This is an optimization exercise on Yosys and OpenROAD, whose aim is small area, a short achievable clock period and few clock cycles, not a production implementation. In this exercise RTL edits were held to simulation tests only and were not proved equivalent to the original. Power and IR drop assume default switching activity.

==> design.v <==
`timescale 1ns / 1ps
module full_reciprocal(
input logic clk,
input logic rst,  
input logic start,
output logic ready,
input logic [15:0] input0,
output logic [23:0] output0  
);
localparam int FL = 16;           
localparam int XW = FL - 1;       
localparam int KMAX = 1 << (20 - FL);
logic          busy;
logic [XW-1:0] x;      
logic [XW:0]   p;      
logic [19:0]   q;      
logic [19:0]   res;    
assign output0 = {4'b0, res};
logic fast;
assign fast = |input0[15:FL-1];
logic [KMAX+1:8] t;    
always_comb begin
	for (int k = 8; k <= KMAX; k++) t[k] = ({4'b0, input0} <= 20'(524288 / k));
	t[KMAX+1] = 1'b0;
end
logic [19:0] fq;
always_comb begin
	fq = '0;
	for (int k = 8; k <= KMAX; k++)
		if (t[k] & ~t[k+1]) fq = fq | 20'(k);
end
logic [XW:0] p0;
always_comb begin
	logic any;
	any = 1'b0;
	for (int i = XW; i >= 1; i--) begin
		p0[i] = input0[i-1] & ~any;
		any = any | input0[i-1];
	end
	p0[0] = ~any;
end
logic [XW+1:0] diff;
logic          qb;
logic [XW-1:0] r;
assign diff = {1'b0, p} - {2'b0, x};
assign qb   = ~diff[XW+1];
assign r    = qb ? diff[XW-1:0] : p[XW-1:0];
logic        pow2;
logic [19:0] xrev;
always_ff @(posedge clk) pow2 <= (x & (x - 1'b1)) == '0;
always_comb begin
	xrev = '0;
	for (int i = 0; i < XW; i++) xrev[19-i] = x[i];
end
logic done;
assign done = busy & q[19];
always_ff @(posedge clk) begin
	if (!busy) begin
		x <= input0[XW-1:0];
		p <= p0;
		q <= {{(19-XW){1'b0}}, p0};
	end else begin
		p <= {r, 1'b0};
		q <= {q[18:0], qb};
	end
	if (!rst) begin
		if (done)
			res <= pow2 ? xrev : {q[18:0], qb};
		else if (!busy && start && fast)
			res <= fq;
	end
	if (rst) begin
		busy  <= 1'b0;
		ready <= 1'b0;
	end else begin
		busy  <= busy ? ~q[19] : start & ~fast;
		ready <= done | (~busy & start & fast);
	end
end
endmodule
==> run.sh <==
#!/bin/bash
# synth_recipe.tcl (not shown) runs the flow's synth.tcl, then flattens the netlist and writes it again
# the make line also repeats each setting of config.mk as NAME=value (left out here)
make -C /OpenROAD-flow-scripts/flow DESIGN_CONFIG=/design/flow/config.mk WORK_HOME=/design/flow/orfs CLKGATE_MAP_FILE= SYNTH_SCRIPT=/design/flow/synth_recipe.tcl finish
==> config.mk <==
export PLATFORM = sky130hd
export DESIGN_NAME = full_reciprocal
export DESIGN_NICKNAME = full_reciprocal
export VERILOG_FILES = /design/flow/design.v
export SDC_FILE = /design/flow/constraint.sdc
export NUM_CORES = 4
export LEC_CHECK = 0
export CAP_MARGIN = 20
export CORE_MARGIN = 2
export CORE_UTILIZATION = 40
export CTS_BUF_LIST = sky130_fd_sc_hd__clkbuf_4 sky130_fd_sc_hd__clkbuf_8
export SETUP_SLACK_MARGIN = 5
export SLEW_MARGIN = 20
==> constraint.sdc <==
create_clock -name core_clock -period 8.0 [get_ports {clk}]
set_input_delay 1.6000 -clock core_clock [delete_from_list [all_inputs] [get_ports {clk}]]
set_output_delay 1.6000 -clock core_clock [all_outputs]
set_load 0.01 [all_outputs]
==> results of run 1 <==
-- cells in the final DEF, fill, tap and decap left out, types with 9 or more instances in the layout --
cell / n
nor3_1: 9
inv_1: 20
nand2_1: 43
o21ai_0: 18
a31oi_1: 9
clkbuf_8: 9
a21o_1: 9
ha_1: 15
a21oi_1: 19
nor2_1: 40
mux2i_1: 16
edfxtp_1: 35
buf_2: 10
nand3_1: 28
dfxtp_1: 39
clkdlybuf4s50_1: 23
-- area by class of cell --
| cell class | instances | share of cell area [%] |
|---|---|---|
| well taps | 136 | 3.47 |
| clock inverters | 7 | 1.73 |
| flip-flops and latches | 74 | 37.3 |
| clock buffers | 9 | 2.53 |
| inverters | 20 | 1.53 |
| multi-input cells | 330 | 45.8 |
| repair buffers | 45 | 7.60 |
-- state kept, by name, summed over array words and instances (netlist names) --
signal	flops
busy	1
p	16
pow2	1
q	20
ready	1
res	20
x	15
-- logic make-up (layout without fill, tap and decap cells) --
logic type | after synthesis | count (layout) | share of synthesized area (%)
AO/OA/AOI/OAI | 106 | 106 | 17.3
XOR/XNOR | 8 | 8 | 1.68
adder cells (fa/ha/maj) | 20 | 20 | 5.94
buffers and inverters | 51 | 81 | 5.28
flip-flops | 74 | 74 | 43.9
multiplexers | 16 | 16 | 3.84
other | 1 | 4 | 0.0899
AND/OR/NAND/NOR | 176 | 176 | 21.9
-- worst register-to-register path: cells and delay by family, from the launching register on --
family,cells,cell delay (ns)
flip-flops,1,0.58
AND/OR/NAND/NOR,1,0.20
AO/OA/AOI/OAI,6,1.39
adder cells (fa/ha/maj),1,0.51
-- per-stage QoR --
| stage | cell area [µm²] | power [mW] |
|---|---|---|
| 2_1_floorplan | 4220 | 0.540 |
| 3_3_place_gp | 4640 | 0.584 |
| 3_5_place_dp | 4640 | 0.587 |
| 4_1_cts | 4890 | 0.895 |
| 5_1_grt | 4900 | 0.932 |
| 6_report | 4900 | 0.896 |
-- Yosys cell counts (5+ instances only) --
cell       n
nand2_1   43
nor2_1    41
dfxtp_1   39
edfxtp_1  35
nand3_1   28
a21oi_1   21
inv_1     20
o21ai_0   20
clkbuf_1  18
mux2i_1   16
ha_1      15
nor3_1    11
a31oi_1   10
a21o_1     9
and2_1     7
nor2b_1    7
o21a_1     7
nand2b_1   6
buf_2      5
-- power groups by stage --
stage | clock network [mW] | logic [mW] | registers (mW)
floorplan | 0 | 0.107 | 0.433
global route | 0.329 | 0.172 | 0.431
finish | 0.311 | 0.156 | 0.429
global placement | 0 | 0.146 | 0.438
detailed placement | 0 | 0.148 | 0.438
CTS | 0.314 | 0.151 | 0.430
-- metal layers --
metal | part of all wire, % | global-route usage, % | up-vias | routed length (µm)
met2 | 49 | 31.5 | 92 | 5320
li1 | - | - | 1706 | -
met3 | 4.3 | 4.05 | 18 | 470
met1 | 46 | 28.1 | 1709 | 4980
met4 | 1.6 | 5.83 | 0 | 170
met5 | 0 | 0 | - | 0
-- repair_timing --
| item | 4_1_cts | 5_1_grt |
|---|---|---|
| setup endpoints to repair | 49 | 38 |
| setup buffers | 2 | 2 |
| hold endpoints to repair | 0 | 0 |
| pin swaps | 6 | 6 |
| gates resized for setup | 64 | 35 |
-- how the worst max path moves through the flow --
| stage | start | endpoint | slack (ns) | cells after the start |
|---|---|---|---|---|
| 3_5_place_dp | input0[12] | p[1] | 3.92 | 8 |
| 5_1_grt | input0[9] | res[2] | 4.98 | 8 |
| 3_3_place_gp | input0[12] | p[1] | 3.98 | 8 |
| 2_1_floorplan | input0[14] | p[1] | 4.77 | 8 |
| 6_report | input0[9] | res[2] | 5.07 | 8 |
| 4_1_cts | input0[14] | p[1] | 4.99 | 9 |
==> impl_metrics.csv, run 1 <==
group,metric,value,unit
run_status,outcome,"finished clean",
layout,nNetsFinal,515,
clocking,cts.sinks,74,
global_routing,overflow,0,
die,die_x,106,µm
layout,multiInputGateArea,0.00225,mm²
pwr,switching_share,30.2,%
critical_path,ff2ff_path_depth,8,
clocking,clockBufferDepth,2,
critical_path,critical_path_class,"in2reg",
critical_path,reg2reg_setup_slack,5.23,ns
route,wl_per_cell,17.6,µm
clocking,htreeDepth,3,
critical_path,crit_path_max_fanout,11,
critical_path,cpMaxStageDelayCell,"o311a_1",
sta,rsz0062_at_grt,"yes",
critical_path,cp-end-kind,"register",
placement,place_inst,601,
route,vias,3525,
critical_path,start_kind,"input pin",
critical_path,cp.arrival,3.03,ns
sta,slew_violations,0,
route,drt_iter0_drc,225,
route,viasPerCell,5.68,
logic_synthesis,ys_seq_area_share,43.9,%
die,start_util,40.8,%
critical_path,critPathRequiredTime,8.10,ns
placement,routabilityCongestion,0.938,
run,max-cap-violations,0,
pwr,peakVddDrop,106,µV
sta,max_slew_margin,41.8,%
layout,area_growth,17.5,%
critical_path,critPathBufInv,1,
logic_synthesis,synth_edf_count,35,
logic_synthesis,yosys_warnings,1,
clocking,cts_root_buf,"clkbuf_8",
logic_synthesis,netlist_top_cells_area,"edfxtp_1, dfxtp_1, ha_1, nand2_1, mux2i_1",
sta,fin_crit,2.93,ns
sta,final_hold_viol_count,0,
global_routing,grt_max_degree,45,
layout,nFillCells,1002,
clocking,cts_buffers,9,
placement,place_hpwl,7950,µm
global_routing,grt_pass1_wl,17600,µm
route,ant_nets,0,
placement,portBuffers,39,
sta,worst_hold_slack,0.455,ns
pwr,p_int,625,µW
die,die_h,106,µm
pwr,power.density,183,mW/mm²
min_path,worstHoldStart,"q[9]",
clocking,cts_tree,"built",
clocking,cts-hold-fix-buffers,0,
logic_synthesis,synth-seq-cells,74,
sta,fmax,341,MHz
placement,place_ws,3.92,ns
die,io_pins,44,
route,dr.pass1.iters,4,
global_routing,antenna_found_initial,0,
global_routing,grt_pass1_vias,3375,
pwr,pwr-share-clk,34.7,%
pwr,p_switching,271,µW
die,core,0.0102,mm²
layout,n_antenna_cell,0,
sta,fin_worst_skew,0.0107,ns
logic_synthesis,synth_largest_area_cell,"edfxtp_1",
layout,register_area,0.00183,mm²
global_routing,track_usage,20.1,%
clocking,clkTransAtPathRegs,0.09,ns
die,dieArea,0.0113,mm²
die,num_rows,37,
critical_path,path_delay_family,"compound AO/OA/AOI/OAI gates",
logic_synthesis,synth.distinct_cells,68,
layout,final_util,47.9,%
sta,period_share,36.6,%
logic_synthesis,synthCells,452,
critical_path,critical_path.cell_chain,"clkbuf_4 -> nor2b_4 -> nand2b_1 -> o311a_1 -> a311oi_2 -> nor2_1 -> nor2_1 -> a21oi_1",
min_path,hold_depth,2,
critical_path,slowest_delay,0.38,ns
sta,setup_viol,0,
pwr,seqPwrFrac,47.9,%
route,route.detailed.drc,0,
clocking,insertion_delay,0.36,ns
min_path,holdPathEnd,"q[10]",
critical_path,r2r-end,"p[11]",
route,wirelength,10900,µm
logic_synthesis,async_reset_ff_share,0,%
logic_synthesis,synth_top_area_share,25.2,%
sta,setup_ws,5.07,ns
logic_synthesis,ys.flop_type,"dfxtp_1",
layout,final_layout_size_suffix_gt1_share,12.8,%
pwr,leakagePower,1.87,nW
sta,worst_slew_pin_slew,0.871,ns
pwr,combPwrFrac,17.4,%
critical_path,r2r-start,"x[1]",
logic_synthesis,postSynthAreaPerCell,9.23,µm²
min_path,hold_class,"reg2reg",
layout,final_cells,621,
sta,fin_setup_tns,0,ns
logic_synthesis,syn-cell-area,0.00417,mm²
critical_path,crit_top_cell,"nor2_1",
Testbench counts, summed over its fixed seeds: cycles 4,975.
==> run 2: changes to the inputs <==
--- a/config.mk
+++ b/config.mk
@@ -9,4 +9,4 @@
 export CORE_MARGIN = 2
-export CORE_UTILIZATION = 40
-export CTS_BUF_LIST = sky130_fd_sc_hd__clkbuf_4 sky130_fd_sc_hd__clkbuf_8
+export CORE_UTILIZATION = 60
+export PLACE_DENSITY = 0.7
 export SETUP_SLACK_MARGIN = 5
==> impl_metrics.csv, run 2 <==
group,metric,value,unit
run_status,outcome,"finished clean",
placement,portBuffers,39,
global_routing,grt_pass1_wl,16400,µm
die,start_util,61.8,%
clocking,cts_root_buf,"clkbuf_8",
global_routing,grt_util_met2,46.2,%
placement,post_dp_cell_area,0.00457,mm²
sta,fin_setup_tns,0,ns
min_path,hold_depth,2,
layout,final_cells,572,
placement,routabilityCongestion,0.905,
logic_synthesis,synthCells,452,
logic_synthesis,synth_largest_area_cell,"edfxtp_1",
clocking,htreeDepth,3,
logic_synthesis,ys_seq_area_share,43.9,%
layout,final_layout_size_suffix_gt1_share,14.8,%
critical_path,ff2ff_path_depth,9,
min_path,hold_class,"reg2reg",
global_routing,gr-max-usage-layer,"met2",
logic_synthesis,synth_edf_count,35,
die,num_rows,30,
clocking,cts_buffers,9,
route,route.detailed.drc,0,
route,drt_iter0_drc,212,
clocking,cts_tree,"built",
logic_synthesis,yosys_warnings,1,
logic_synthesis,synth_top_area_share,25.2,%
global_routing,grt_pass1_vias,3218,
die,die_x,87.4,µm
route,dr.pass1.iters,6,
logic_synthesis,syn-cell-area,0.00417,mm²
sta,slew_violations,0,
route,viasPerCell,6.20,
clocking,clockBufferDepth,2,
layout,area_growth,17.7,%
critical_path,cp-end-kind,"register",
critical_path,cp.arrival,3.20,ns
pwr,power.density,176,mW/mm²
clocking,cts-hold-fix-buffers,0,
run,max-cap-violations,0,
die,die_h,87.4,µm
route,wl_per_cell,18.2,µm
critical_path,critical_path_class,"in2reg",
critical_path,start_kind,"input pin",
global_routing,track_usage,28.1,%
global_routing,grt_util_met1,38.7,%
logic_synthesis,postSynthAreaPerCell,9.23,µm²
placement,place_inst,545,
logic_synthesis,synth_commonest_cells,"nand2_1, nor2_1, dfxtp_1",
layout,nNetsFinal,522,
logic_synthesis,synth-seq-cells,74,
global_routing,antenna_found_initial,0,
placement,place_hpwl,7480,µm
route,vias,3546,
logic_synthesis,ys.flop_type,"dfxtp_1",
clocking,insertion_delay,0.34,ns
die,core,0.00676,mm²
die,dieArea,0.00764,mm²
layout,n_antenna_cell,0,
route,ant_nets,0,
sta,period_share,37.1,%
logic_synthesis,async_reset_ff_share,0,%
critical_path,crit_path_max_fanout,6,
pwr,fin_total_pwr,862,µW
global_routing,use_met3,3.98,%
layout,design_area,0.00491,mm²
sta,fin_crit,2.97,ns
clocking,cts.sinks,74,
layout,reg.largest.list,"q: 20 flops, res: 20 flops, p: 16 flops",
sta,fmax,337,MHz
logic_synthesis,synth.most_common_cell,"nand2_1",
sta,fin_worst_skew,0.00742,ns
clocking,clkTransAtPathRegs,0.08,ns
die,io_pins,44,
sta,worst_slew_pin_slew,0.859,ns
sta,rsz0062_at_grt,"yes",
logic_synthesis,synth.distinct_cells,68,
layout,final_cell_mix,"nand2_1, nor2_1, dfxtp_1, edfxtp_1, nand3_1",
pwr,peakVddDrop,136,µV
sta,final_hold_viol_count,0,
route,wirelength,10400,µm
global_routing,overflow,0,
pwr,leakagePower,1.91,nW
sta,setup_viol,0,
sta,max_slew_margin,42.6,%
critical_path,critPathRequiredTime,8.24,ns
logic_synthesis,netlist_top_cells_area,"edfxtp_1, dfxtp_1, ha_1, nand2_1, mux2i_1",
global_routing,grt_max_degree,45,
[run 2: changes by cell type in the layout (fill, tap and decap cells not counted), moves of 2 or more]
cell / change
nand2_1: -3
clkinvlp_4: -2
inv_6: -2
buf_4: +6
nand2_2: +3
inv_8: -2
buf_12: +2
clkinv_2: +3
clkdlybuf4s15_2: +2
[run 2: what timing repair did]
item	in CTS	in global routing
pin swaps	7	6
endpoints found under the setup margin	48	16
endpoints found under the hold margin	0	0
buffers inserted	4	7
resized for setup	69	40
[run 2: per-layer routing]
metal,vias to the layer above,share of wire [%]
met3,13,6.8
li1,1713,-
met4,0,0.98
met5,-,0
met2,137,49
met1,1683,43
[run 2: path summary, 6_finish.rpt]
check | startpoint | end | slack, ns
hold reg to reg | q[14] | q[15] | 0.46
setup reg to reg | x[0] | p[11] | 5.23
setup / recovery | input0[13] | p[3] | 5.03
hold / removal | q[14] | q[15] | 0.46
[run 2: final cells by class]
type	instances	area, µm²
Multi-Input combinational cell	330	2260
Fill cell	526	1850
Sequential cell	74	1830
Timing Repair Buffer	52	459
Clock buffer	10	128
Tap cell	80	100
Inverter	20	75.1
Clock inverter	6	57.6
[run 2: cell families (layout without fill, tap and decap cells)]
family,Yosys count,after routing,synth area share [%]
and+or+nand+nor,176,176,21.9
AOI/OAI and AO/OA,106,106,17.3
DFF,74,74,43.9
buffers and inverters,51,88,5.28
adders and majority gates,20,20,5.94
muxes,16,16,3.84
xor gates and xnor gates,8,8,1.68
other,1,4,0.0899
[run 2: critical path, cell delays in order]
cell      delay [ns]
buf_12          0.11
or3_4           0.40
nor3_4          0.16
nand2_2         0.08
or2_4           0.27
nor4b_4         0.28
buf_4           0.19
nand2_2         0.05
o311ai_2        0.07
[run 2: report_power, final]
group	switching [mW]	internal [mW]	total, mW
clock network	0.133	0.142	0.275
registers	0.0142	0.415	0.429
logic	0.0949	0.0631	0.158
[run 2: metrics by stage]
step / setup WS [ns] / utilization [%] / hold WS, ns
after floorplan: 4.77 / - / 0.419
after global placement: 4.02 / 67.6 / 0.434
after detailed placement: 3.98 / 67.6 / 0.443
after CTS: 5.00 / 71.5 / 0.464
after global routing: 4.97 / 72.7 / 0.490
final: 5.03 / 72.7 / 0.460
==> run 3: changes to the inputs <==
--- a/config.mk
+++ b/config.mk
@@ -7,7 +7,6 @@
 export LEC_CHECK = 0
-export CAP_MARGIN = 20
+export CAP_MARGIN = 0
 export CORE_MARGIN = 2
-export CORE_UTILIZATION = 60
-export PLACE_DENSITY = 0.7
+export CORE_UTILIZATION = 40
 export SETUP_SLACK_MARGIN = 5
-export SLEW_MARGIN = 20
+export SLEW_MARGIN = 0
==> impl_metrics.csv, run 3 <==
group,metric,value,unit
critical_path,r2r-start,"x[1]",
clocking,insertion_delay,0.36,ns
placement,routabilityCongestion,0.938,
die,num_rows,37,
sta,rsz0062_at_grt,"yes",
logic_synthesis,netlist_top_cells_area,"edfxtp_1, dfxtp_1, ha_1, nand2_1, mux2i_1",
die,dieArea,0.0113,mm²
logic_synthesis,postSynthAreaPerCell,9.23,µm²
critical_path,ff2ff_path_depth,8,
sta,final_hold_viol_count,0,
sta,setup_viol,0,
critical_path,start_kind,"input pin",
critical_path,critical_path_class,"in2reg",
critical_path,reg2reg_setup_slack,5.23,ns
logic_synthesis,async_reset_ff_share,0,%
logic_synthesis,synth_edf_count,35,
critical_path,cpMaxStageDelayCell,"o311a_1",
placement,post_dp_cell_area,0.00464,mm²
critical_path,critPathRequiredTime,8.10,ns
layout,n_antenna_cell,0,
clocking,clkTransAtPathRegs,0.09,ns
pwr,power.density,183,mW/mm²
die,core,0.0102,mm²
layout,area_growth,17.5,%
layout,nFillCells,1002,
critical_path,cp.arrival,3.03,ns
global_routing,grt_pass1_vias,3375,
route,viasPerCell,5.68,
global_routing,grt_pass1_wl,17600,µm
layout,final_util,47.9,%
clocking,cts.sinks,74,
min_path,holdPathEnd,"q[10]",
min_path,hold_depth,2,
logic_synthesis,ys.flop_type,"dfxtp_1",
critical_path,crit_top_cell,"nor2_1",
logic_synthesis,synth_commonest_cells,"nand2_1, nor2_1, dfxtp_1",
placement,portBuffers,39,
logic_synthesis,synth_largest_area_cell,"edfxtp_1",
sta,max_slew_margin,41.8,%
sta,fmax,341,MHz
layout,nNetsFinal,515,
logic_synthesis,synth-seq-cells,74,
run,max-cap-violations,0,
pwr,peakVddDrop,106,µV
die,die_x,106,µm
clocking,cts_tree,"built",
route,ant_nets,0,
global_routing,grt_max_degree,45,
route,wirelength,10900,µm
pwr,fin_total_pwr,896,µW
sta,fin_crit,2.93,ns
logic_synthesis,synth.distinct_cells,68,
sta,fin_setup_tns,0,ns
critical_path,critical_path.cell_chain,"clkbuf_4 -> nor2b_4 -> nand2b_1 -> o311a_1 -> a311oi_2 -> nor2_1 -> nor2_1 -> a21oi_1",
sta,worst_slew_pin_slew,0.871,ns
logic_synthesis,syn-cell-area,0.00417,mm²
global_routing,antenna_found_initial,0,
critical_path,cp-end-kind,"register",
clocking,htreeDepth,3,
die,die_h,106,µm
critical_path,r2r-end,"p[11]",
route,wl_per_cell,17.6,µm
placement,place_hpwl,7950,µm
route,drt_iter0_drc,225,
sta,worst_hold_slack,0.455,ns
min_path,worstHoldStart,"q[9]",
clocking,cts_root_buf,"clkbuf_8",
layout,reg.largest.list,"q: 20 flops, res: 20 flops, p: 16 flops",
critical_path,slowest_delay,0.38,ns
die,start_util,40.8,%
route,vias,3525,
die,io_pins,44,
placement,place_inst,601,
global_routing,track_usage,20.1,%
logic_synthesis,synthCells,452,
global_routing,overflow,0,
layout,final_layout_size_suffix_gt1_share,12.8,%
layout,final_cells,621,
logic_synthesis,synth.most_common_cell,"nand2_1",
layout,layout_commonest_cell,"nand2_1",
min_path,hold_class,"reg2reg",
logic_synthesis,ys_seq_area_share,43.9,%
sta,period_share,36.6,%
logic_synthesis,yosys_warnings,1,
critical_path,crit_path_max_fanout,11,
sta,slew_violations,0,
sta,fin_worst_skew,0.0107,ns
pwr,leakagePower,1.87,nW
layout,final_cell_mix,"nand2_1, nor2_1, dfxtp_1, edfxtp_1, nand3_1",
route,dr.pass1.iters,4,
sta,setup_ws,5.07,ns
run_status,outcome,"finished clean",
layout,design_area,0.00490,mm²
clocking,clockBufferDepth,2,
logic_synthesis,synth_top_area_share,25.2,%
clocking,cts_buffers,9,
route,route.detailed.drc,0,
placement,place_ws,3.92,ns
run 3: cell counts after synthesis:
Identical to the previous run, type by type.
run 3: where the power goes:
part | internal, mW | leakage (nW) | switching (mW)
clock | 0.151 | 0.100 | 0.161
sequential | 0.415 | 0.660 | 0.0147
combinational | 0.0602 | 1.11 | 0.0954
run 3: cell families (layout without fill, tap and decap cells):
family	Yosys count	count (layout)	synth area share, %
compound gates	106	106	17.3
buf+inv	51	81	5.28
flops	74	74	43.9
simple gates	176	176	21.9
xor+xnor	8	8	1.68
fa+ha+maj	20	20	5.94
other cells	1	4	0.0899
mux	16	16	3.84
run 3: critical path, delay by kind of cell:
family	cells	cell delay, ns
AO/OA/AOI/OAI	3	0.73
AND/OR/NAND/NOR	4	0.49
buffers and inverters	1	0.20
run 3: metal layers:
| layer | track usage, % | vias up | wire, µm | part of all wire, % |
|---|---|---|---|---|
| met1 | 28.1 | 1709 | 4980 | 46 |
| met3 | 4.05 | 18 | 470 | 4.3 |
| met2 | 31.5 | 92 | 5320 | 49 |
| met5 | 0 | - | 0 | 0 |
| met4 | 5.83 | 0 | 170 | 1.6 |
| li1 | - | 1706 | - | - |
run 3: worst max path at each step:
stage / start / to / slack (ns) / cells past startpoint
finish: input0[9] / res[2] / 5.07 / 8
global route: input0[9] / res[2] / 4.98 / 8
CTS: input0[14] / p[1] / 4.99 / 9
detailed placement: input0[12] / p[1] / 3.92 / 8
global placement: input0[12] / p[1] / 3.98 / 8
floorplan: input0[14] / p[1] / 4.77 / 8
run 3: cell type report:
class | count | area (µm²) | share of cell area [%]
multi-input cells | 330 | 2250 | 45.8
repair buffers | 45 | 373 | 7.60
well taps | 136 | 170 | 3.47
inverters | 20 | 75.1 | 1.53
clock inverters | 7 | 85.1 | 1.73
flip-flops and latches | 74 | 1830 | 37.3
clock buffers | 9 | 124 | 2.53
run 3: timing repair:
action,CTS,global route
setup buffers,2,2
hold buffers,0,0
setup endpoints to repair,49,38
pin swaps,6,6
resized for setup,64,35
==> run 4: changes to the inputs <==
==> flow/run.sh (new file) <==
#!/bin/bash
set -euo pipefail
MARGIN=$(cat flow/margin.txt)
bash standard.sh SETUP_SLACK_MARGIN=$MARGIN finish > standard_flow.log 2>&1
==> flow/margin.txt (new file) <==
5.5
==> standard.sh (new file) <==
#!/bin/bash
# synth_recipe.tcl (not shown) runs the flow's synth.tcl, then flattens the netlist and writes it again
# the make line also repeats each setting of config.mk as NAME=value (left out here)
make -C /OpenROAD-flow-scripts/flow DESIGN_CONFIG=/design/flow/config.mk WORK_HOME=/design/flow/orfs CLKGATE_MAP_FILE= SYNTH_SCRIPT=/design/flow/synth_recipe.tcl "${@:-finish}"
--- a/config.mk
+++ b/config.mk
@@ -7,6 +7,5 @@
 export LEC_CHECK = 0
-export CAP_MARGIN = 0
+export CAP_MARGIN = 20
 export CORE_MARGIN = 2
 export CORE_UTILIZATION = 40
-export SETUP_SLACK_MARGIN = 5
-export SLEW_MARGIN = 0
+export SLEW_MARGIN = 20
removed: run.sh
==> impl_metrics.csv, run 4 <==
group,metric,value,unit
layout,final_cell_mix,"nand2_1, dfxtp_1, nor2_1, edfxtp_1, buf_4",
sta,max_slew_margin,38.7,%
clocking,cts-hold-fix-buffers,0,
sta,worst_hold_slack,0.463,ns
route,ant_nets,0,
min_path,hold_depth,2,
critical_path,start_kind,"input pin",
logic_synthesis,synthCells,452,
clocking,cts.sinks,74,
logic_synthesis,netlist_top_cells_area,"edfxtp_1, dfxtp_1, ha_1, nand2_1, mux2i_1",
pwr,pwr-share-clk,32.4,%
logic_synthesis,synth_commonest_cells,"nand2_1, nor2_1, dfxtp_1",
critical_path,ff2ff_path_depth,8,
logic_synthesis,async_reset_ff_share,0,%
logic_synthesis,synth_top_area_share,25.2,%
route,wl_per_cell,17.2,µm
logic_synthesis,synth.most_common_cell,"nand2_1",
placement,portBuffers,39,
clocking,cts_buffers,9,
layout,design_area,0.00525,mm²
sta,rsz0062_at_grt,"yes",
critical_path,crit_path_max_fanout,6,
pwr,combPwrFrac,20.5,%
die,die_h,106,µm
critical_path,reg2reg_setup_slack,5.56,ns
route,met2_length,5330,µm
sta,fin_setup_tns,0,ns
clocking,cts_root_buf,"clkbuf_8",
route,viasPerCell,5.58,
pwr,peakVddDrop,113,µV
min_path,worstHoldStart,"q[6]",
clocking,htreeDepth,3,
pwr,leakagePower,2.08,nW
global_routing,antenna_found_initial,0,
global_routing,overflow,0,
logic_synthesis,ys.flop_type,"dfxtp_1",
die,die_x,106,µm
layout,register_area,0.00183,mm²
route,top_layer_used,"met4",
layout,reg.largest.list,"q: 20 flops, res: 20 flops, p: 16 flops",
pwr,seqPwrFrac,47.1,%
clocking,clockBufferDepth,2,
min_path,hold_class,"reg2reg",
placement,post_dp_cell_area,0.00468,mm²
critical_path,critical_path_class,"in2reg",
route,route.detailed.drc,0,
global_routing,grt_max_degree,45,
placement,routabilityCongestion,0.833,
layout,final_util,51.3,%
clocking,cts_tree,"built",
sta,final_hold_viol_count,0,
layout,area_growth,25.8,%
pwr,p_int,638,µW
placement,place_inst,601,
logic_synthesis,synth.distinct_cells,68,
clocking,insertion_delay,0.35,ns
critical_path,cp.arrival,3.20,ns
layout,final_layout_size_suffix_gt1_share,24.6,%
layout,nNetsFinal,539,
die,core,0.0102,mm²
sta,fin_crit,2.96,ns
logic_synthesis,yosys_warnings,1,
route,wirelength,11100,µm
clocking,clkTransAtPathRegs,0.08,ns
logic_synthesis,synth_largest_area_cell,"edfxtp_1",
run,max-cap-violations,0,
global_routing,track_usage,20.8,%
critical_path,cp-end-kind,"register",
route,met3WireLength,581,µm
logic_synthesis,synth-seq-cells,74,
layout,nFillCells,948,
logic_synthesis,ys_seq_area_share,43.9,%
sta,fin_worst_skew,0.00750,ns
sta,worst_slew_pin_slew,0.918,ns
critical_path,r2r-start,"x[11]",
layout,n_antenna_cell,0,
layout,layout_commonest_cell,"nand2_1",
route,drt-met1-wl,5060,µm
die,io_pins,44,
die,dieArea,0.0113,mm²
logic_synthesis,synth_edf_count,35,
sta,slew_violations,0,
global_routing,grt_pass1_wl,18200,µm
logic_synthesis,syn-cell-area,0.00417,mm²
sta,setup_viol,0,
logic_synthesis,postSynthAreaPerCell,9.23,µm²
route,dr.pass1.iters,7,
route,drt_iter0_drc,230,
sta,fmax,338,MHz
layout,final_cells,645,
layout,multiInputGateArea,0.00237,mm²
placement,place_hpwl,7810,µm
route,vias,3601,
min_path,holdPathEnd,"q[7]",
pwr,switching_share,29.5,%
sta,period_share,37.0,%
die,num_rows,37,
die,start_util,40.8,%
pwr,p_switching,268,µW
run_status,outcome,"finished clean",
pwr,power.density,173,mW/mm²
global_routing,grt_pass1_vias,3407,
critical_path,r2r-end,"res[0]",
critical_path,critPathRequiredTime,8.24,ns
## run 4: how the worst max path moves through the flow
stage | from | endpoint | slack [ns] | cells past startpoint
2_1_floorplan | input0[14] | p[1] | 4.77 | 8
3_3_place_gp | input0[12] | p[1] | 4.01 | 8
3_5_place_dp | input0[12] | p[1] | 3.99 | 8
4_1_cts | input0[14] | p[1] | 5.06 | 9
5_1_grt | input0[12] | p[2] | 4.98 | 9
6_report | input0[12] | p[2] | 5.04 | 9
## run 4: power groups by stage
stage / combinational, mW / sequential [mW] / clock, mW
global placement: 0.148 / 0.438 / 0
CTS: 0.172 / 0.427 / 0.300
finish: 0.186 / 0.427 / 0.293
global route: 0.205 / 0.429 / 0.314
floorplan: 0.112 / 0.433 / 0
detailed placement: 0.150 / 0.438 / 0
## run 4: final cells by class
class,count,share of cell area (%)
sequential,74,34.9
clock inverter,5,0.810
clock buffer,11,3.10
timing repair buffer,68,11.3
multi-input combinational,331,45.2
inverter,20,1.43
tap,136,3.24
## run 4: per-stage QoR
step | power (mW) | worst slack (ns)
floorplan | 0.545 | 4.77
global placement | 0.586 | 4.01
detailed placement | 0.588 | 3.99
CTS | 0.899 | 5.06
global route | 0.947 | 4.98
finish | 0.906 | 5.04
## run 4: repair_timing
item / CTS / global route
endpoints found under the setup margin: 77 / 45
setup buffers: 17 / 10
gates resized for setup: 207 / 32
hold endpoints to repair: 0 / 0
pin swaps: 17 / 18
cloned: 1 / 0
## run 4: logic make-up (layout without fill, tap and decap cells)
| family | after synthesis | after routing | share of synthesized area (%) |
|---|---|---|---|
| other | 1 | 4 | 0.0899 |
| DFF | 74 | 74 | 43.9 |
| adders and majority gates | 20 | 20 | 5.94 |
| muxes | 16 | 16 | 3.84 |
| xor gates and xnor gates | 8 | 8 | 1.68 |
| buffers and inverters | 51 | 104 | 5.28 |
| AOI/OAI and AO/OA | 106 | 107 | 17.3 |
| and+or+nand+nor | 176 | 176 | 21.9 |
## run 4: routing by layer
metal,up-vias,GRT usage (%)
met5,-,0
met4,0,5.36
met3,9,3.56
met2,124,33.7
met1,1706,28.8
li1,1762,-
## run 4: critical path: stages
cell      delay [ns]
buf_12          0.10
or3_4           0.39
nor3_4          0.22
nand2_2         0.07
or2_4           0.25
nor4b_4         0.21
buf_4           0.19
nand2_1         0.06
o311ai_1        0.09
==> run 5: changes to the inputs <==
==> flow/margin.txt (replaced) <==
5.2
==> impl_metrics.csv, run 5 <==
group,metric,value,unit
run_status,outcome,"finished clean",
pwr,peakVddDrop,96.5,µV
critical_path,cp.arrival,3.11,ns
die,core,0.0102,mm²
placement,portBuffers,39,
clocking,cts_buffers,9,
global_routing,grt_util_met1,26.8,%
pwr,leakagePower,1.96,nW
logic_synthesis,synth.distinct_cells,68,
sta,worst_slew_pin_slew,0.958,ns
global_routing,use_met3,5.15,%
logic_synthesis,async_reset_ff_share,0,%
sta,final_hold_viol_count,0,
layout,nNetsFinal,520,
placement,place_hpwl,7790,µm
critical_path,crit_path_max_fanout,6,
sta,period_share,35.5,%
layout,nFillCells,954,
sta,fmax,352,MHz
die,dieArea,0.0113,mm²
die,num_rows,37,
min_path,hold_class,"reg2reg",
sta,max_slew_margin,36.0,%
route,wl_per_cell,17.6,µm
critical_path,critPathRequiredTime,8.27,ns
clocking,insertion_delay,0.36,ns
logic_synthesis,ys_seq_area_share,43.9,%
route,viasPerCell,5.71,
pwr,fin_total_pwr,898,µW
route,route.detailed.drc,0,
clocking,clkTransAtPathRegs,0.08,ns
clocking,htreeDepth,3,
clocking,clockBufferDepth,2,
route,dr.pass1.iters,5,
sta,fin_crit,2.84,ns
pwr,power.density,178,mW/mm²
sta,fin_worst_skew,0.0101,ns
layout,layout_commonest_cell,"nand2_1",
clocking,cts_tree,"built",
logic_synthesis,yosys_warnings,1,
sta,fin_setup_tns,0,ns
logic_synthesis,synth-seq-cells,74,
layout,n_antenna_cell,0,
route,drt_iter0_drc,298,
layout,multiInputGateArea,0.00230,mm²
logic_synthesis,synthCells,452,
route,ant_nets,0,
placement,routabilityCongestion,0.827,
global_routing,track_usage,20.0,%
die,start_util,40.8,%
global_routing,grt_pass1_wl,17400,µm
layout,final_cell_mix,"nand2_1, dfxtp_1, nor2_1, edfxtp_1, nand3_1",
global_routing,gr-max-usage-layer,"met2",
clocking,cts_root_buf,"clkbuf_8",
sta,setup_viol,0,
global_routing,overflow,0,
global_routing,grt_max_degree,45,
global_routing,antenna_found_initial,0,
route,wirelength,11000,µm
layout,register_area,0.00183,mm²
sta,slew_violations,0,
run,max-cap-violations,0,
critical_path,critical_path_class,"in2reg",
layout,area_growth,21.0,%
logic_synthesis,synth_top_area_share,25.2,%
global_routing,grt_util_met2,31.3,%
sta,rsz0062_at_grt,"yes",
route,vias,3577,
die,io_pins,44,
clocking,cts.sinks,74,
logic_synthesis,syn-cell-area,0.00417,mm²
logic_synthesis,netlist_top_cells_area,"edfxtp_1, dfxtp_1, ha_1, nand2_1, mux2i_1",
critical_path,start_kind,"input pin",
layout,reg.largest.list,"q: 20 flops, res: 20 flops, p: 16 flops",
logic_synthesis,synth.most_common_cell,"nand2_1",
logic_synthesis,postSynthAreaPerCell,9.23,µm²
layout,final_layout_size_suffix_gt1_share,15.7,%
logic_synthesis,synth_edf_count,35,
critical_path,cp-end-kind,"register",
die,die_h,106,µm
global_routing,grt_pass1_vias,3282,
logic_synthesis,synth_largest_area_cell,"edfxtp_1",
logic_synthesis,ys.flop_type,"dfxtp_1",
logic_synthesis,synth_commonest_cells,"nand2_1, nor2_1, dfxtp_1",
die,die_x,106,µm
-- run 5: cell counts after synthesis --
Identical to the previous run, type by type.
-- run 5: per-stage QoR --
step / cells / instance area [µm²] / hold slack, ns / setup WS (ns) / util, %
floorplan: 455 / 4280 / 0.419 / 4.77 / -
global placement: 601 / 4650 / 0.441 / 4.01 / 45.4
detailed placement: 601 / 4650 / 0.439 / 3.94 / 45.4
CTS: 624 / 4920 / 0.451 / 5.07 / 48.1
global route: 626 / 5050 / 0.475 / 5.08 / 49.4
finish: 626 / 5050 / 0.458 / 5.16 / 49.4
-- run 5: where the power goes --
part	internal, mW	switching, mW
combinational	0.0650	0.0975
clock	0.150	0.156
sequential	0.414	0.0144
-- run 5: final cells by class --
| class | count | share of cell area, % |
|---|---|---|
| Clock buffer | 9 | 2.45 |
| Inverter | 20 | 1.49 |
| Sequential cell | 74 | 36.3 |
| Timing Repair Buffer | 49 | 9.09 |
| Clock inverter | 7 | 1.71 |
| Multi-Input combinational cell | 331 | 45.6 |
| Tap cell | 136 | 3.37 |
-- run 5: logic make-up after synthesis --
| logic type | count (synthesis) | share of synthesized area (%) |
|---|---|---|
| multiplexers | 16 | 3.84 |
| flip-flops | 74 | 43.9 |
| buffers and inverters | 51 | 5.28 |
| AO/OA/AOI/OAI | 106 | 17.3 |
| AND/OR/NAND/NOR | 176 | 21.9 |
| XOR/XNOR | 8 | 1.68 |
| other | 1 | 0.0899 |
| adder cells (fa/ha/maj) | 20 | 5.94 |
-- run 5: final timing paths --
check / slack, ns / start / depth (start not counted) / to
max: 5.16 / input0[12] / 9 / p[1]
max reg2reg: 5.22 / x[7] / 9 / res[0]
min: 0.46 / q[14] / 2 / q[15]
min reg2reg: 0.46 / q[14] / 2 / q[15]
-- run 5: routing by layer --
| layer | wire, µm | vias to the layer above | part of all wire [%] |
|---|---|---|---|
| met5 | 0 | - | 0 |
| met3 | 681 | 26 | 6.2 |
| li1 | - | 1715 | - |
| met2 | 5170 | 131 | 47 |
| met1 | 4920 | 1705 | 45 |
| met4 | 263 | 0 | 2.4 |
-- run 5: repair_timing --
item	CTS	global route
pin swaps	9	16
gates resized for setup	131	29
hold buffers	0	0
setup buffers	7	1
endpoints found under the setup margin	73	40
cloned	0	1
-- run 5: critical path: stages --
cell      delay (ns)
buf_12          0.10
or3_4           0.39
nor3_4          0.17
nand2_2         0.07
or2_4           0.24
nor4b_4         0.22
buf_6           0.16
nand3_4         0.07
o311ai_2        0.07
==> run 6: changes to the inputs <==
==> flow/margin.txt (replaced) <==
5.1
==> impl_metrics.csv, run 6 <==
group,metric,value,unit
critical_path,start_kind,"register",
sta,setup_viol,0,
critical_path,path_delay_family,"buffers and inverters",
sta,fin_crit,2.83,ns
logic_synthesis,synth_top_area_share,25.2,%
sta,max_slew_margin,34.6,%
sta,worst_hold_slack,0.455,ns
logic_synthesis,postSynthAreaPerCell,9.23,µm²
layout,n_antenna_cell,0,
route,vias,3522,
sta,period_share,35.4,%
pwr,peakVddDrop,119,µV
critical_path,slowest_delay,0.53,ns
layout,multiInputGateArea,0.00228,mm²
min_path,hold_class,"reg2reg",
die,core,0.0102,mm²
clocking,clkTransAtPathRegs,0.09,ns
logic_synthesis,synth.most_common_cell,"nand2_1",
logic_synthesis,netlist_top_cells_area,"edfxtp_1, dfxtp_1, ha_1, nand2_1, mux2i_1",
layout,final_util,49.2,%
placement,routabilityCongestion,0.825,
run_status,outcome,"finished clean",
logic_synthesis,syn-cell-area,0.00417,mm²
critical_path,cp.arrival,1.23,ns
clocking,clockBufferDepth,2,
critical_path,crit_path_max_fanout,1,
global_routing,grt_max_degree,45,
pwr,power.density,179,mW/mm²
logic_synthesis,synth_edf_count,35,
route,ant_nets,0,
logic_synthesis,ys_seq_area_share,43.9,%
logic_synthesis,ys.flop_type,"dfxtp_1",
die,dieArea,0.0113,mm²
layout,register_area,0.00183,mm²
route,wl_per_cell,17.4,µm
sta,final_hold_viol_count,0,
route,route.detailed.drc,0,
logic_synthesis,synth_fa_ha_area_share,5.94,%
logic_synthesis,synth_top_family_by_area,"simple AND/OR/NAND/NOR gates",
layout,reg.largest.list,"q: 20 flops, res: 20 flops, p: 16 flops",
layout,layout_commonest_cell,"nand2_1",
global_routing,grt_pass1_vias,3271,
sta,fin_worst_skew,0.0156,ns
critical_path,reg2reg_setup_slack,5.26,ns
pwr,leakagePower,1.91,nW
critical_path,critPathRequiredTime,6.40,ns
die,num_rows,37,
logic_synthesis,synthXorXnorAreaFrac,1.68,%
logic_synthesis,synth-seq-cells,74,
clocking,insertion_delay,0.36,ns
die,die_h,106,µm
logic_synthesis,yosys_warnings,1,
sta,setup_ws,5.17,ns
placement,place_ws,3.93,ns
clocking,cts_tree,"built",
sta,slew_violations,0,
layout,area_growth,20.6,%
route,drt_iter0_drc,253,
global_routing,antenna_found_initial,0,
run,max-cap-violations,0,
logic_synthesis,synth_commonest_cells,"nand2_1, nor2_1, dfxtp_1",
sta,worst_slew_pin_slew,0.980,ns
clocking,htreeDepth,3,
layout,final_layout_size_suffix_gt1_share,14.1,%
logic_synthesis,synth_compound_area_share,17.3,%
critical_path,cp-end-kind,"output port",
sta,rsz0062_at_grt,"yes",
die,io_pins,44,
global_routing,track_usage,20.1,%
clocking,cts_buffers,9,
sta,fmax,353,MHz
placement,portBuffers,39,
critical_path,critical_path_class,"reg2out",
critical_path,critical_path.cell_chain,"clkdlybuf4s50_1",
route,viasPerCell,5.64,
logic_synthesis,synth_largest_area_cell,"edfxtp_1",
logic_synthesis,async_reset_ff_share,0,%
global_routing,overflow,0,
route,wirelength,10800,µm
layout,nNetsFinal,518,
logic_synthesis,synth-simple-area-share,21.9,%
critical_path,cpMaxStageDelayCell,"clkdlybuf4s50_1",
die,die_x,106,µm
global_routing,grt_pass1_wl,17400,µm
logic_synthesis,yosys-mux-area-fraction,3.84,%
die,start_util,40.8,%
critical_path,critPathBufInv,1,
sta,fin_setup_tns,0,ns
logic_synthesis,synthCells,452,
clocking,cts-hold-fix-buffers,0,
pwr,fin_total_pwr,900,µW
logic_synthesis,synth.distinct_cells,68,
route,dr.pass1.iters,5,
layout,final_cell_mix,"nand2_1, nor2_1, dfxtp_1, edfxtp_1, nand3_1",
clocking,cts_root_buf,"clkbuf_8",
clocking,cts.sinks,74,
placement,place_hpwl,7800,µm
layout,nFillCells,971,
-- run 6: cell counts after synthesis --
No cell type changed its count.
-- run 6: cells by family after synthesis --
group,count (synthesis)
flip-flops,74
adder cells (fa/ha/maj),20
XOR/XNOR,8
AND/OR/NAND/NOR,176
buffers and inverters,51
other,1
multiplexers,16
AO/OA/AOI/OAI,106
-- run 6: report_power, final --
group | switching, mW | total [mW] | internal [mW]
logic | 0.0968 | 0.163 | 0.0657
registers | 0.0144 | 0.429 | 0.414
clock network | 0.159 | 0.309 | 0.149
total | 0.270 | 0.900 | 0.630
-- run 6: layout make-up --
cell class | count | area share [%]
sequential | 74 | 36.4
tap | 136 | 3.38
timing repair buffer | 48 | 9.37
clock buffer | 9 | 2.46
clock inverter | 7 | 1.64
multi-input combinational | 330 | 45.3
inverter | 20 | 1.49
-- run 6: routing by layer --
layer	up-vias	wire, µm	part of all wire (%)	track usage (%)
met4	0	129	1.2	5.83
met2	106	5120	47	32.6
li1	1716	-	-	-
met1	1689	5110	47	27.7
met5	-	0	0	0
met3	11	477	4.4	3.19
-- run 6: path summary, 6_finish.rpt --
kind,start,endpoint,depth (start not counted)
setup / recovery,res[18],output0[18],1
hold / removal,q[6],q[7],2
setup reg to reg,x[0],p[11],9
hold reg to reg,q[6],q[7],2
-- run 6: timing repair --
| item | 4_1_cts | 5_1_grt |
|---|---|---|
| gates resized for setup | 99 | 31 |
| pin swaps | 9 | 14 |
| cloned | 0 | 0 |
| endpoints found under the setup margin | 51 | 14 |
| setup buffers | 5 | 2 |
-- run 6: per-stage QoR --
stage          area [µm²]  std cells
2_1_floorplan        4280        455
3_3_place_gp         4650        601
3_5_place_dp         4650        601
4_1_cts              4930        622
5_1_grt              5030        624
6_report             5030        624
-- run 6: tightest hold or removal path, delay by kind of cell, from the launching register on --
| family | cells | cell delay, ns |
|---|---|---|
| AND/OR/NAND/NOR | 2 | 0.11 |
| flip-flops | 1 | 0.32 |
==> run 7: changes to the inputs <==
--- a/design.v
+++ b/design.v
@@ -31,2 +31,13 @@
 end
+logic [33:16] t2;      
+always_comb begin
+	for (int k = 16; k <= 32; k++) t2[k] = ({5'b0, x} <= 20'(524288 / k));
+	t2[33] = 1'b0;
+end
+logic [19:0] fq2;
+always_comb begin
+	fq2 = '0;
+	for (int k = 16; k <= 32; k++)
+		if (t2[k] & ~t2[k+1]) fq2 = fq2 | 20'(k);
+end
 logic [XW:0] p0;
@@ -54,4 +65,5 @@
 end
-logic done;
-assign done = busy & q[19];
+logic done, done2;
+assign done  = busy & q[19];
+assign done2 = busy & x[XW-1];
 always_ff @(posedge clk) begin
@@ -66,3 +78,5 @@
 	if (!rst) begin
-		if (done)
+		if (done2)
+			res <= fq2;
+		else if (done)
 			res <= pow2 ? xrev : {q[18:0], qb};
@@ -75,4 +89,4 @@
 	end else begin
-		busy  <= busy ? ~q[19] : start & ~fast;
-		ready <= done | (~busy & start & fast);
+		busy  <= busy ? ~(done | done2) : start & ~fast;
+		ready <= done | done2 | (~busy & start & fast);
 	end
==> run.sh (new file) <==
#!/bin/bash
# synth_recipe.tcl (not shown) runs the flow's synth.tcl, then flattens the netlist and writes it again
# the make line also repeats each setting of config.mk as NAME=value (left out here)
make -C /OpenROAD-flow-scripts/flow DESIGN_CONFIG=/design/flow/config.mk WORK_HOME=/design/flow/orfs CLKGATE_MAP_FILE= SYNTH_SCRIPT=/design/flow/synth_recipe.tcl finish
--- a/config.mk
+++ b/config.mk
@@ -10,2 +10,3 @@
 export CORE_UTILIZATION = 40
+export SETUP_SLACK_MARGIN = 5
 export SLEW_MARGIN = 20
removed: flow/run.sh
removed: flow/margin.txt
removed: standard.sh
==> impl_metrics.csv, run 7 <==
group,metric,value,unit
route,drt_iter0_drc,505,
layout,layout_commonest_cell,"nand2_1",
layout,final_util,47.9,%
clocking,insertion_delay,0.34,ns
die,start_util,40.9,%
clocking,clockBufferDepth,2,
die,num_rows,40,
clocking,cts-hold-fix-buffers,0,
logic_synthesis,ys.flop_type,"dfxtp_1",
logic_synthesis,postSynthAreaPerCell,8.45,µm²
global_routing,grt_pass1_vias,4478,
min_path,hold_depth,2,
run,max-cap-violations,0,
clocking,clkTransAtPathRegs,0.07,ns
critical_path,crit_path_max_fanout,9,
clocking,cts_tree,"built",
clocking,cts_buffers,9,
global_routing,antenna_found_initial,0,
layout,final_layout_size_suffix_gt1_share,13.2,%
logic_synthesis,async_reset_ff_share,0,%
global_routing,grt_pass1_wl,25600,µm
placement,place_hpwl,11300,µm
logic_synthesis,yosys_warnings,1,
route,dr.pass1.iters,7,
logic_synthesis,synthCells,582,
clocking,cts.sinks,74,
sta,fin_crit,3.02,ns
die,die_h,115,µm
global_routing,overflow,0,
clocking,htreeDepth,3,
critical_path,ff2ff_path_depth,10,
critical_path,critical_path_class,"reg2reg",
clocking,cts_root_buf,"clkbuf_16",
logic_synthesis,syn-cell-area,0.00492,mm²
sta,setup_viol,0,
layout,reg.largest.list,"q: 20 flops, res: 20 flops, p: 16 flops",
route,vias,4798,
sta,fin_worst_skew,0.0120,ns
critical_path,cp-end-kind,"register",
sta,fmax,331,MHz
logic_synthesis,synth-seq-cells,74,
die,core,0.0120,mm²
die,die_x,115,µm
route,route.detailed.drc,0,
min_path,hold_class,"reg2reg",
logic_synthesis,synth_edf_count,35,
layout,final_cell_mix,"nand2_1, nor2_1, dfxtp_1, a21oi_1, edfxtp_1",
critical_path,cp.arrival,3.11,ns
route,wl_per_cell,21.4,µm
sta,final_hold_viol_count,0,
pwr,peakVddDrop,116,µV
pwr,leakagePower,2.17,nW
die,dieArea,0.0132,mm²
logic_synthesis,synth.distinct_cells,77,
layout,n_antenna_cell,0,
placement,routabilityCongestion,0.982,
layout,nFillCells,1174,
sta,worst_slew_pin_slew,0.893,ns
layout,nNetsFinal,643,
global_routing,track_usage,25.3,%
logic_synthesis,netlist_top_cells_area,"edfxtp_1, dfxtp_1, nand2_1, nor2_1, mux2i_1",
logic_synthesis,synth_commonest_cells,"nand2_1, nor2_1, dfxtp_1",
sta,rsz0062_at_grt,"yes",
layout,area_growth,17.1,%
die,io_pins,44,
logic_synthesis,synth_top_area_share,21.4,%
critical_path,critPathRequiredTime,8.08,ns
logic_synthesis,synth.most_common_cell,"nand2_1",
logic_synthesis,synth_largest_area_cell,"edfxtp_1",
sta,period_share,37.8,%
sta,fin_setup_tns,0,ns
placement,portBuffers,39,
run_status,outcome,"finished clean",
critical_path,reg2reg_setup_slack,4.98,ns
route,ant_nets,0,
sta,max_slew_margin,40.4,%
critical_path,start_kind,"register",
route,wirelength,16200,µm
global_routing,grt_max_degree,43,
route,viasPerCell,6.31,
pwr,fin_total_pwr,1.04,mW
sta,slew_violations,0,
pwr,power.density,181,mW/mm²
logic_synthesis,ys_seq_area_share,37.3,%
run 7: cell type report:
class	count	area, µm²	area share (%)
well taps	147	184	3.19
clock buffers	11	254	4.41
inverters	25	93.8	1.63
multi-input cells	440	2880	50.1
flip-flops and latches	74	1830	31.8
clock inverters	5	36.3	0.630
repair buffers	58	477	8.28
run 7: power breakdown:
part / total (mW) / internal [mW] / switching (mW) / leakage [nW]
logic: 0.213 / 0.0784 / 0.135 / 1.36
clock network: 0.397 / 0.230 / 0.167 / 0.142
registers: 0.431 / 0.414 / 0.0166 / 0.661
run 7: cells by family after synthesis:
logic type	share of synthesized area, %
muxes	4.48
buffers and inverters	6.72
DFF	37.3
AOI/OAI and AO/OA	23.1
other	0.0763
adders and majority gates	4.63
xor gates and xnor gates	1.60
and+or+nand+nor	22.2
run 7: path summary, 6_finish.rpt:
| path | start | end |
|---|---|---|
| worst max-delay path | x[2] | res[0] |
| worst min-delay path | q[14] | q[15] |
| worst max register to register | x[2] | res[0] |
| worst min register to register | q[14] | q[15] |
run 7: worst max-delay path: stages (launching register included):
cell	delay [ns]
edfxtp_1	0.44
inv_2	0.15
ha_1	0.29
nor2b_4	0.15
o31a_1	0.30
o211ai_2	0.23
o21ai_2	0.12
a31o_4	0.26
a211o_2	0.46
a21oi_1	0.27
a211oi_1	0.09
run 7: repair_timing:
| item | CTS | global route |
|---|---|---|
| gates resized for setup | 85 | 21 |
| gates cloned | 0 | 0 |
| setup buffers | 16 | 1 |
| setup endpoints to repair | 48 | 7 |
| pin swaps | 5 | 5 |
run 7: stage by stage:
step                instance area (µm²)  instances  hold slack [ns]  worst slack [ns]
floorplan                          5030        585            0.419              4.91
global placement                   5340        727            0.434              4.05
detailed placement                 5340        727            0.437              4.01
CTS                                5700        759            0.450              4.99
global route                       5760        760            0.474              4.91
finish                             5760        760            0.450              4.98
run 7: routing by layer:
layer / part of all wire [%] / vias up / track usage [%]
met5: 0 / - / 0
met4: 3.6 / 0 / 9.24
met3: 8.5 / 53 / 4.80
met2: 46 / 279 / 40.4
met1: 42 / 2250 / 34.3
li1: - / 2216 / -
Testbench counts of run 7, summed over its fixed seeds: cycles 3,763.
==> run 8: changes to the inputs <==
--- a/config.mk
+++ b/config.mk
@@ -10,2 +10,3 @@
 export CORE_UTILIZATION = 40
+export CTS_BUF_LIST = sky130_fd_sc_hd__clkbuf_8
 export SETUP_SLACK_MARGIN = 5
==> impl_metrics.csv, run 8 <==
group,metric,value,unit
run_status,outcome,"finished clean",
layout,final_cells,759,
critical_path,cpMaxStageDelayCell,"edfxtp_1",
global_routing,grt_util_met2,40.0,%
sta,setup_viol,0,
layout,final_util,46.9,%
layout,final_cell_mix,"nand2_1, nor2_1, dfxtp_1, a21oi_1, edfxtp_1",
route,wl_per_cell,21.3,µm
layout,reg.largest.list,"q: 20 flops, res: 20 flops, p: 16 flops",
route,vias,4824,
placement,place_inst,727,
logic_synthesis,async_reset_ff_share,0,%
pwr,power.density,167,mW/mm²
route,ant_nets,0,
critical_path,critical_path_class,"reg2reg",
sta,final_hold_viol_count,0,
route,drt_iter0_drc,511,
die,die_h,115,µm
critical_path,crit_start,"x[9]",
critical_path,path_depth,10,
critical_path,crit_path_max_fanout,9,
sta,fmax,334,MHz
logic_synthesis,synth.distinct_cells,77,
logic_synthesis,synth-seq-cells,74,
logic_synthesis,ys_seq_area_share,37.3,%
sta,fin_setup_tns,0,ns
die,die_x,115,µm
global_routing,grt_max_degree,43,
clocking,clockBufferDepth,2,
logic_synthesis,synth_top_area_share,21.4,%
critical_path,critical_path.cell_chain,"inv_1 -> ha_1 -> a21o_1 -> a21o_1 -> a21oi_2 -> o21ai_2 -> a31o_4 -> a211o_4 -> a21oi_1 -> a211oi_1",
critical_path,slowest_delay,0.47,ns
layout,nNetsFinal,642,
critical_path,cp.arrival,3.10,ns
min_path,hold_class,"reg2reg",
route,dr.pass1.iters,5,
route,wirelength,16200,µm
logic_synthesis,synth_edf_count,35,
sta,fin_crit,2.99,ns
logic_synthesis,postSynthAreaPerCell,8.45,µm²
placement,portBuffers,39,
critical_path,path_delay_family,"compound AO/OA/AOI/OAI gates",
clocking,cts_buffers,9,
logic_synthesis,netlist_top_cells_area,"edfxtp_1, dfxtp_1, nand2_1, nor2_1, mux2i_1",
sta,slew_violations,0,
placement,routabilityCongestion,0.982,
critical_path,cp-end-kind,"register",
die,start_util,40.9,%
pwr,peakVddDrop,126,µV
die,core,0.0120,mm²
critical_path,r2r-end,"res[0]",
critical_path,critPathBufInv,1,
critical_path,crit_end,"res[0]",
sta,fin_worst_skew,0.0156,ns
critical_path,critPathRequiredTime,8.11,ns
sta,setup_ws,5.01,ns
clocking,cts.sinks,74,
layout,nFillCells,1191,
global_routing,overflow,0,
pwr,leakagePower,2.12,nW
critical_path,r2r-start,"x[9]",
pwr,fin_total_pwr,940,µW
logic_synthesis,synth_largest_area_cell,"edfxtp_1",
die,io_pins,44,
global_routing,grt_pass1_wl,25700,µm
critical_path,reg2reg_setup_slack,5.01,ns
global_routing,antenna_found_initial,0,
global_routing,use_met3,4.96,%
global_routing,gr-max-usage-layer,"met2",
clocking,insertion_delay,0.36,ns
global_routing,grt_util_met1,34.4,%
logic_synthesis,synth_commonest_cells,"nand2_1, nor2_1, dfxtp_1",
logic_synthesis,synth.most_common_cell,"nand2_1",
critical_path,ff2ff_path_depth,10,
clocking,clkTransAtPathRegs,0.09,ns
sta,worst_slew_pin_slew,0.885,ns
layout,final_layout_size_suffix_gt1_share,12.9,%
logic_synthesis,ys.flop_type,"dfxtp_1",
critical_path,crit_top_cell,"a21o_1",
layout,layout_commonest_cell,"nand2_1",
global_routing,grt_pass1_vias,4482,
sta,rsz0062_at_grt,"yes",
clocking,cts_tree,"built",
logic_synthesis,syn-cell-area,0.00492,mm²
route,route.detailed.drc,0,
clocking,htreeDepth,3,
route,viasPerCell,6.36,
logic_synthesis,yosys_warnings,1,
die,num_rows,40,
layout,area_growth,14.5,%
placement,place_ws,4.01,ns
critical_path,start_kind,"register",
global_routing,track_usage,25.4,%
clocking,cts_root_buf,"clkbuf_8",
sta,max_slew_margin,40.9,%
logic_synthesis,synthCells,582,
sta,period_share,37.4,%
die,dieArea,0.0132,mm²
run,max-cap-violations,0,
layout,n_antenna_cell,0,
placement,place_hpwl,11300,µm
==> run 8: how the worst min path moves through the flow <==
| stage | from | to | slack [ns] | cells past startpoint |
|---|---|---|---|---|
| after floorplan | q[0] | q[1] | 0.42 | 2 |
| after global placement | q[10] | q[11] | 0.43 | 2 |
| after detailed placement | q[14] | q[15] | 0.44 | 2 |
| after CTS | q[14] | q[15] | 0.45 | 2 |
| after global routing | q[11] | q[12] | 0.48 | 2 |
| final | q[14] | q[15] | 0.45 | 2 |
==> run 8: cell type report <==
type                       instances  area, µm²  share of cell area, %
clock buffer                       9        124                   2.20
clock inverter                     7       70.1                   1.24
inverter                          25       93.8                   1.67
multi-input combinational        440       2870                   50.9
sequential                        74       1830                   32.5
tap                              147        184                   3.27
timing repair buffer              57        459                   8.16
==> run 8: metrics by stage <==
stage	hold WS, ns	cell area [µm²]
floorplan	0.419	5030
global placement	0.434	5340
detailed placement	0.437	5340
CTS	0.454	5620
global route	0.477	5630
finish	0.452	5630
==> run 8: kinds of logic after synthesis <==
family | count (synthesis) | synth area share (%)
DFF | 74 | 37.3
adders and majority gates | 18 | 4.63
AOI/OAI and AO/OA | 164 | 23.1
muxes | 22 | 4.48
buffers and inverters | 71 | 6.72
other | 1 | 0.0763
xor gates and xnor gates | 9 | 1.60
and+or+nand+nor | 223 | 22.2
==> run 8: what timing repair did <==
item	CTS	global route
hold buffers	0	0
setup buffers	16	0
endpoints found under the setup margin	47	9
pin swaps	5	4
gates resized for setup	81	11
==> run 8: worst reg2reg max path, delay by kind of cell (launching register included) <==
family	cells	cell delay (ns)
AOI/OAI and AO/OA	8	1.64
buffers and inverters	1	0.28
adders and majority gates	1	0.36
DFF	1	0.47
==> run 8: power breakdown <==
| part | switching, mW | internal, mW |
|---|---|---|
| sequential | 0.0168 | 0.413 |
| combinational | 0.136 | 0.0781 |
| clock | 0.152 | 0.144 |
| total | 0.304 | 0.636 |
==> run 8: per-layer routing <==
metal | up-vias | part of all wire (%)
met3 | 56 | 9.7
li1 | 2213 | -
met2 | 311 | 45
met4 | 0 | 4.6
met5 | - | 0
met1 | 2244 | 41
==> run 9: changes to the inputs <==
--- a/config.mk
+++ b/config.mk
@@ -9,3 +9,3 @@
 export CORE_MARGIN = 2
-export CORE_UTILIZATION = 40
+export CORE_UTILIZATION = 50
 export CTS_BUF_LIST = sky130_fd_sc_hd__clkbuf_8
==> impl_metrics.csv, run 9 <==
group,metric,value,unit
min_path,hold_class,"reg2reg",
logic_synthesis,ys_seq_area_share,37.3,%
layout,final_cells,752,
clocking,cts-hold-fix-buffers,0,
layout,nFillCells,907,
logic_synthesis,synth-seq-cells,74,
layout,design_area,0.00579,mm²
logic_synthesis,synthXorXnorAreaFrac,1.60,%
layout,reg.largest.list,"q: 20 flops, res: 20 flops, p: 16 flops",
route,drt_iter0_drc,482,
critical_path,cpMaxStageDelayCell,"a221o_1",
route,dr.pass1.iters,6,
pwr,combPwrFrac,23.1,%
layout,final_layout_size_suffix_gt1_share,15.0,%
sta,slew_violations,0,
global_routing,track_usage,30.3,%
clocking,cts_tree,"built",
logic_synthesis,synth.most_common_cell,"nand2_1",
pwr,fin_total_pwr,957,µW
pwr,p_int,649,µW
pwr,peakVddDrop,152,µV
pwr,seqPwrFrac,44.9,%
route,ant_nets,0,
route,vias,4861,
logic_synthesis,synth.distinct_cells,77,
critical_path,cp-end-kind,"register",
critical_path,critical_path.cell_chain,"buf_6 -> o21ai_4 -> a21oi_2 -> o211a_1 -> a2111oi_4 -> a311o_1 -> o22ai_2 -> a221o_1",
sta,period_share,37.4,%
die,die_x,103,µm
logic_synthesis,ys.flop_type,"dfxtp_1",
layout,nNetsFinal,649,
placement,place_inst,713,
logic_synthesis,yosys-mux-area-fraction,4.48,%
clocking,cts_root_buf,"clkbuf_8",
pwr,p_switching,309,µW
critical_path,crit_start,"input0[1]",
placement,post_dp_cell_area,0.00532,mm²
critical_path,critPathRequiredTime,8.11,ns
layout,area_growth,17.8,%
placement,place_ws,3.94,ns
logic_synthesis,synth_edf_count,35,
critical_path,reg2reg_setup_slack,5.04,ns
route,viasPerCell,6.46,
pwr,switching_share,32.3,%
run,max-cap-violations,0,
clocking,cts.sinks,74,
sta,setup_ws,5.01,ns
route,wirelength,15900,µm
sta,fin_setup_tns,0,ns
global_routing,grt_pass1_wl,24400,µm
logic_synthesis,synth_top_area_share,21.4,%
sta,fmax,334,MHz
logic_synthesis,synthCells,582,
logic_synthesis,synth_top_family_by_area,"compound AO/OA/AOI/OAI gates",
critical_path,crit_path_max_fanout,9,
sta,rsz0062_at_grt,"yes",
global_routing,antenna_found_initial,0,
clocking,clkTransAtPathRegs,0.08,ns
layout,final_cell_mix,"nand2_1, nor2_1, dfxtp_1, edfxtp_1, a21oi_1",
logic_synthesis,synth_largest_area_cell,"edfxtp_1",
die,die_h,103,µm
clocking,clockBufferDepth,2,
sta,fin_worst_skew,0.0131,ns
pwr,power.density,165,mW/mm²
global_routing,grt_max_degree,43,
logic_synthesis,synth_compound_area_share,23.1,%
placement,place_hpwl,11000,µm
critical_path,r2r-start,"x[14]",
die,num_rows,36,
die,dieArea,0.0106,mm²
route,route.detailed.drc,0,
logic_synthesis,netlist_top_cells_area,"edfxtp_1, dfxtp_1, nand2_1, nor2_1, mux2i_1",
global_routing,overflow,0,
critical_path,critical_path_class,"in2reg",
critical_path,start_kind,"input pin",
sta,setup_viol,0,
sta,max_slew_margin,43.2,%
critical_path,cp.arrival,3.10,ns
pwr,leakagePower,2.17,nW
die,io_pins,44,
logic_synthesis,synth_fa_ha_area_share,4.63,%
layout,n_antenna_cell,0,
min_path,worstHoldStart,"q[3]",
placement,portBuffers,39,
logic_synthesis,synth_commonest_cells,"nand2_1, nor2_1, dfxtp_1",
clocking,insertion_delay,0.36,ns
pwr,pwr-share-clk,32.0,%
sta,fin_crit,2.99,ns
logic_synthesis,async_reset_ff_share,0,%
die,start_util,51.0,%
placement,routabilityCongestion,0.990,
clocking,cts_buffers,9,
logic_synthesis,syn-cell-area,0.00492,mm²
layout,layout_commonest_cell,"nand2_1",
global_routing,grt_pass1_vias,4478,
run_status,outcome,"finished clean",
sta,final_hold_viol_count,0,
clocking,htreeDepth,3,
logic_synthesis,synth-simple-area-share,22.2,%
logic_synthesis,postSynthAreaPerCell,8.45,µm²
critical_path,slowest_delay,0.35,ns
logic_synthesis,yosys_warnings,1,
sta,worst_slew_pin_slew,0.840,ns
die,core,0.00964,mm²
route,wl_per_cell,21.1,µm
[run 9: path summary, 6_finish.rpt]
kind                            endpoint  depth (start not counted)
worst max-delay path              res[1]                          8
worst min-delay path                q[4]                          2
worst max register to register    res[0]                          7
worst min register to register      q[4]                          2
[run 9: routing by layer]
| metal | vias to the layer above | track usage, % | part of all wire (%) |
|---|---|---|---|
| met4 | 0 | 13.6 | 3.8 |
| met5 | - | 0 | 0 |
| met3 | 50 | 5.51 | 9.1 |
| li1 | 2230 | - | - |
| met1 | 2289 | 40.2 | 40 |
| met2 | 292 | 48.4 | 47 |
[run 9: layout make-up]
| class | instances | area (µm²) | area share (%) |
|---|---|---|---|
| multi-input cells | 440 | 2920 | 50.4 |
| flip-flops and latches | 74 | 1830 | 31.6 |
| repair buffers | 64 | 568 | 9.81 |
| well taps | 133 | 166 | 2.87 |
| clock buffers | 9 | 124 | 2.14 |
| inverters | 25 | 97.6 | 1.69 |
| clock inverters | 7 | 85.1 | 1.47 |
[run 9: power groups by stage]
stage / Clock (mW) / Sequential (mW) / Combinational [mW]
2_1_floorplan: 0 / 0.432 / 0.148
3_3_place_gp: 0 / 0.456 / 0.175
3_5_place_dp: 0 / 0.456 / 0.178
4_1_cts: 0.308 / 0.428 / 0.207
5_1_grt: 0.324 / 0.431 / 0.239
6_report: 0.307 / 0.430 / 0.221
[run 9: worst max-delay path, delay by kind of cell]
kind,cells,cell delay [ns]
AOI/OAI and AO/OA,7,1.37
buffers and inverters,1,0.12
[run 9: cell families (layout without fill, tap and decap cells)]
| family | count (synthesis) | after routing |
|---|---|---|
| compound gates | 164 | 164 |
| xor+xnor | 9 | 9 |
| fa+ha+maj | 18 | 18 |
| buf+inv | 71 | 105 |
| flops | 74 | 74 |
| mux | 22 | 22 |
| other cells | 1 | 4 |
| simple gates | 223 | 223 |
[run 9: repair_timing]
item	4_1_cts	5_1_grt
resized for setup	80	42
gates cloned	0	0
endpoints found under the setup margin	49	11
setup buffers	18	5
pin swaps	5	10
[run 9: per-stage QoR]
step           util (%)  hold WS [ns]
2_1_floorplan         -         0.419
3_3_place_gp       55.2         0.441
3_5_place_dp       55.2         0.440
4_1_cts            58.6         0.450
5_1_grt            60.1         0.479
6_report           60.1         0.454

-- afterwards: timing with drivers on the ports --
The flow's constraints put no driver on any port. The routed layouts listed below were extracted and timed again, unchanged, in two steps.
Step 1 assumes that a clkbuf_16 drives the clock port and a buf_2 every other input.
Step 2 times the ports against the registers' clock, not the clock port: input delays grow and output delays shrink by t, the midpoint of the rising clock arrivals with the driver on.
a / b / c = no drivers / after step 1 / after step 2; a / b = the first two.
run | t (ns) | setup WS [ns] | clock arrival spread, ns
run 1 | 0.383 | 5.071 / 5.071 / 4.689 | 0.012 / 0.011
run 2 | 0.364 | 5.031 / 5.008 / 4.644 | 0.008 / 0.008
run 3 | 0.383 | 5.071 / 5.071 / 4.689 | 0.012 / 0.011
run 4 | 0.378 | 5.038 / 5.024 / 4.647 | 0.008 / 0.007
run 5 | 0.392 | 5.158 / 5.146 / 4.754 | 0.011 / 0.010
run 6 | 0.388 | 5.165 / 5.131 / 4.782 | 0.016 / 0.015
run 7 | 0.373 | 4.976 / 4.976 / 4.665 | 0.012 / 0.012
run 8 | 0.391 | 5.006 / 5.006 / 4.669 | 0.016 / 0.016
run 9 | 0.388 | 5.005 / 5.008 / 4.621 | 0.013 / 0.013
After both steps setup and hold are still met in every run listed. The setup slack of run 5, which loses most, moves by -0.012 ns with the drivers and by -0.404 ns with both steps.
